Context: an optimization exercise on an open-source flow, tuned for small area, a short achievable clock period and few clock cycles per item. The choices shown serve that exercise and are no tape-out recipe. The RTL was checked by simulation tests, not by an equivalence proof against the original design. Power is estimated from default activity; no workload was simulated.

lane 1:
Design ecsm_processor, start of the top module:
module ecsm_processor(clk, rst, en_ecsm, done_ecsm, addr, doutb, dina, wea);
Size: about 5400 cells after synthesis, ~420 flip-flops, about 45 I/O pins.
Settings: LEC_CHECK=0, ABC_AREA=1, CAP_MARGIN=20, CORE_MARGIN=2, CORE_UTILIZATION=40, CTS_BUF_LIST=sky130_fd_sc_hd__clkbuf_4 sky130_fd_sc_hd__clkbuf_8, SETUP_SLACK_MARGIN=5, SLEW_MARGIN=20; clock period 10.0 ns.
standard.sh (not shown) runs the stock make flow with config.mk's settings and CLKGATE_MAP_FILE= SYNTH_SCRIPT=/design/flow/synth_recipe.tcl, a recipe that flattens the netlist after the stock synthesis.
==> flow/flow/run.sh <==
#!/bin/bash
set -euo pipefail
sed -e 's/SETUP_SLACK_MARGIN=5/SETUP_SLACK_MARGIN=6 BUFFER_PORTS_ARGS="-buffer_cell sky130_fd_sc_hd__buf_4"/' standard.sh > standard_mod.sh
grep -q 'SETUP_SLACK_MARGIN=6' standard_mod.sh
bash standard_mod.sh > standard.log 2>&1
Testbench counts of lane 1, summed over its fixed seeds: cycles 8,085,985, items 12.
Here is what was changed in the inputs of lane 2 compared with lane 1.
diff --git a/flow/design.v b/flow/design.v
--- a/flow/design.v
+++ b/flow/design.v
@@ -377,18 +377,19 @@
 						  : 8'd81;						  
 assign Offset = (suspend==1'b0) ? {1'b0,SCOffset} 
 					:(OffsetSel) ? WtOffset 
 					: {1'b0,RdOffset};						  
 assign address = BaseAddress + Offset + address_carryin; 
 endmodule
-module fau(clk, rst, mode, baseA, baseB, baseD, doutb, addr, dina, wea, done, addr_n, wea_n, baseC, fz);
+module fau(clk, rst, mode, baseA, baseB, baseD, doutb, addr, dina, wea, done, addr_n, wea_n, baseC, fz_in);
 input clk, rst;
 input [1:0] mode;
 input [7:0] baseA, baseB, baseD;
 input [7:0] baseC;       
-input fz;                
+input fz_in;             
+reg fz;                  
 input [15:0] doutb;
 output [7:0] addr;
 output reg [15:0] dina;
 output [7:0] addr_n;     
 output wea_n;
 output wea;
@@ -409,13 +410,13 @@
 reg [2:0] slot;
 reg nxtA, bnd, podd, firstel;
 reg [2:0] wq;
 reg qhi;                 
 reg [3:0] ms;            
 wire is_mul = (state == S_MUL) || (state == S_MULEND);
-reg [7:0] addr_r, bD;
+reg [7:0] addr_r, bD, bC;    
 reg we_r;
 reg [4:0] tag1, tag2;
 reg [1:0] gs1, gs2;      
 reg [2:0] n_bs;
 reg [2:0] n_os;
 reg [4:0] n_offx;         
@@ -529,25 +530,27 @@
     end
     default: ;
   endcase
 end
 assign addr_n = n_base + {3'b000, n_off};
 assign wea_n = n_we & ~rst;
-wire [7:0] n_base = (n_bs == B_A) ? baseA : (n_bs == B_B) ? baseB : (n_bs == B_D) ? bD : (n_bs == B_C) ? baseC : TEMP;
+wire [7:0] n_base = (n_bs == B_A) ? baseA : (n_bs == B_B) ? baseB : (n_bs == B_D) ? bD : (n_bs == B_C) ? bC : TEMP;
 wire [4:0] n_off = (n_os == O_IA) ? ia : (n_os == O_JB) ? jb : (n_os == O_I) ? i : (n_os == O_WC) ? wc : n_offx;
 always @(posedge clk) begin
   if (rst) begin
     state <= S_IDLE;
     i <= 5'd0; slot <= 2'd0; p <= 5'd0; wc <= 5'd0; whi <= 1'b0;
     ia <= 5'd0; jb <= 5'd1; nxtA <= 1'b0; bnd <= 1'b0; podd <= 1'b1; firstel <= 1'b1;
     wq <= 3'd0; qhi <= 1'b0; ms <= 4'd0;
   end else begin
     if (n_we) wc <= wc + 5'd1;
     case (state)
       S_IDLE: begin
         bD <= baseD;
+        bC <= baseC;
+        fz <= fz_in;
         case (mode)
           2'd0: begin state <= S_MUL; whi <= 1'b0; end
           2'd1: begin state <= S_SQP; whi <= (baseA != baseD); sqd <= (baseA != baseD); ia <= 5'd16; jb <= 5'd0; end
           2'd2: begin state <= S_ADD; whi <= 1'b1; end
           default: begin state <= S_CPY; whi <= 1'b1; end
         endcase
### Flow results
- Total number of H-tree levels came out exactly the same in lane 2 and lane 1.
- Re portion of the layout cell area used by non-clock buffers: lane 2 and lane 1 aren't equal, and the higher value belongs to lane 1.
- Changes observed in lane 2 relative to lane 1: via count fell by 469; final routed wirelength across all metal layers went down by 1.3%; synthesized instance count comparable; area overhead of the layout relative to synthesis fell 1.3 points.
- Maximum number of pins on one net before global-route repair ended up 18 higher on lane 2 than on lane 1.
- Between lane 2 and lane 1, it is lane 2 whose total power is higher, by about 14%.
- | global placement routability congestion | lane 2 vs lane 1 | ≈ equal |
- Comparing the two runs side by side, lane 2 comes out ahead of lane 1 on wire length of the first global-routing pass.
Testbench counts of lane 2, summed over its fixed seeds: cycles 8,085,985, items 12.

========
ecsm_processor, a different RTL version from the one above (not shown whole).
Size: about 5,200 cells after synthesis, about 430 flip-flops, about 45 I/O pins, ~34,000 um2 of cells after synthesis.
export LEC_CHECK = 0
export ABC_AREA = 1
export CAP_MARGIN = 20
export CORE_MARGIN = 2
export CORE_UTILIZATION = 40
export CTS_BUF_LIST = sky130_fd_sc_hd__clkbuf_4 sky130_fd_sc_hd__clkbuf_8
export SETUP_SLACK_MARGIN = 5
export SLEW_MARGIN = 20
create_clock -name core_clock -period 10.0 [get_ports {clk}]
Scripts as last shown in full above: flow/flow/run.sh
Testbench counts at the start, summed over its fixed seeds: cycles 8,085,985, items 12.
Next try:
--- a/flow/design.v
+++ b/flow/design.v
@@ -438,14 +438,16 @@
   n_gs = 2'd0;
   n_offx = 5'd0;
   case (state)
     S_MUL: begin
       if (wq != 3'd0) begin
         if (!qhi) begin
-          n_we = 1'b1; n_bs = B_T; n_os = O_WC;
-          n_tag = (wq == 3'd2) ? T_MW0 : T_MW1;
+          if (wq != 3'd3) begin
+            n_we = 1'b1; n_bs = B_T; n_os = O_WC;
+            n_tag = (wq == 3'd2) ? T_MW0 : T_MW1;
+          end
         end else if (wq == (fz ? 3'd6 : 3'd4)) begin
           n_bs = B_T; n_os = O_I; n_tag = T_L0; n_gs = (i == 5'd0) ? 2'd1 : 2'd0;
         end else if (wq == (fz ? 3'd5 : 3'd3)) begin
           n_bs = B_T; n_os = O_I; n_tag = T_L1;
         end else if (fz && wq == 3'd4) begin
           n_bs = B_C; n_os = O_WC; n_tag = T_C0;
@@ -577,13 +579,13 @@
                 nxtA <= 1'b0; ia <= 5'd0; jb <= {pn[3:0], 1'b1}; podd <= 1'b1;
               end else begin
                 nxtA <= 1'b1; ia <= cn[4:0]; jb <= 5'd17; podd <= 1'b0;
               end
             end
           end else if (firstel && p != 5'd0) begin
-            wq <= (p >= 5'd10) ? (fz ? 3'd6 : 3'd4) : 3'd2;
+            wq <= (p >= 5'd10) ? (fz ? 3'd6 : 3'd4) : 3'd3;
             qhi <= (p >= 5'd10);
           end
         end
       end
       S_MULEND: begin
         ms <= ms + 4'd1;
@@ -730,14 +732,14 @@
   if (tag1 == T_MW1 || (tag1 == T_WH && is_mul) || rst) begin
     Pm2 <= Pw0[15:11];
     SQ <= Pw1;
   end
 end
 always @(posedge clk)
-  dina <= (n_tag == T_MW0) ? acc_e_n[15:0] :
-          (n_tag == T_MW1) ? (acc_o_n[15:0] ^ {1'b0, acc_e_n[30:16]}) :
+  dina <= (n_tag == T_MW0) ? acc_e[15:0] :
+          (n_tag == T_MW1) ? (acc_o[15:0] ^ {1'b0, acc_e[30:16]}) :
           (n_tag == T_WH) ? Hm_n : X_n;
 endmodule
 module inversion_rom(address, dout);
 input [3:0] address;
 output reg [7:0] dout;
 always @*
Outcome: Synthesized cell count decreases slightly. Final cell count came out lower slightly. Non-clock buffer count climbs by 12. Power is lower by a little under a tenth. Sequential power hardly moves. Critical path depth came out lower by 9. Global-route usage grows by 0.85 points. Clock power is higher by a few percent. Die area came out lower slightly.
Testbench counts after the change, summed over its fixed seeds: cycles 8,211,409, items 12.

[port drivers added, routing unchanged]
No port has a modelled driver above. Below, the same layouts with a new extraction and two added sets of constraints.
Step 1 assumes that a clkbuf_16 drives the clock port and a buf_2 every other input.
Step 2 moves the port delays by t, midway between the first and last clock arrival at a register: inputs arrive t later, outputs are due t later. That takes back most of the time a late clock gives input paths.
Slacks: ideal ports / drivers / drivers and shift; pairs: ideal ports / drivers.
| run | shift t [ns] | setup slack, ns | worst hold slack (ns) | worst slew at a driven data input, ns | cell pins on the clock port's net |
|---|---|---|---|---|---|
| lane 1 | 0.779 | 5.884 / 5.884 / 5.334 | 0.408 / 0.408 / 0.408 | 0.06 | 1 |
| lane 2 | 0.755 | 5.647 / 5.647 / 5.299 | 0.409 / 0.409 / 0.409 | 0.05 | 1 |
| the first run of note 2 | 0.741 | 6.049 / 6.050 / 5.344 | 0.407 / 0.407 / 0.407 | 0.05 | 1 |
| the second run of note 2 | 0.760 | 6.084 / 6.019 / 5.433 | 0.391 / 0.391 / 0.391 | 0.05 | 1 |
After both steps setup and hold are still met in every run listed. For the first run of note 2, which loses most, drivers alone change the setup slack by +0.001 ns; drivers and shift together by -0.705 ns.
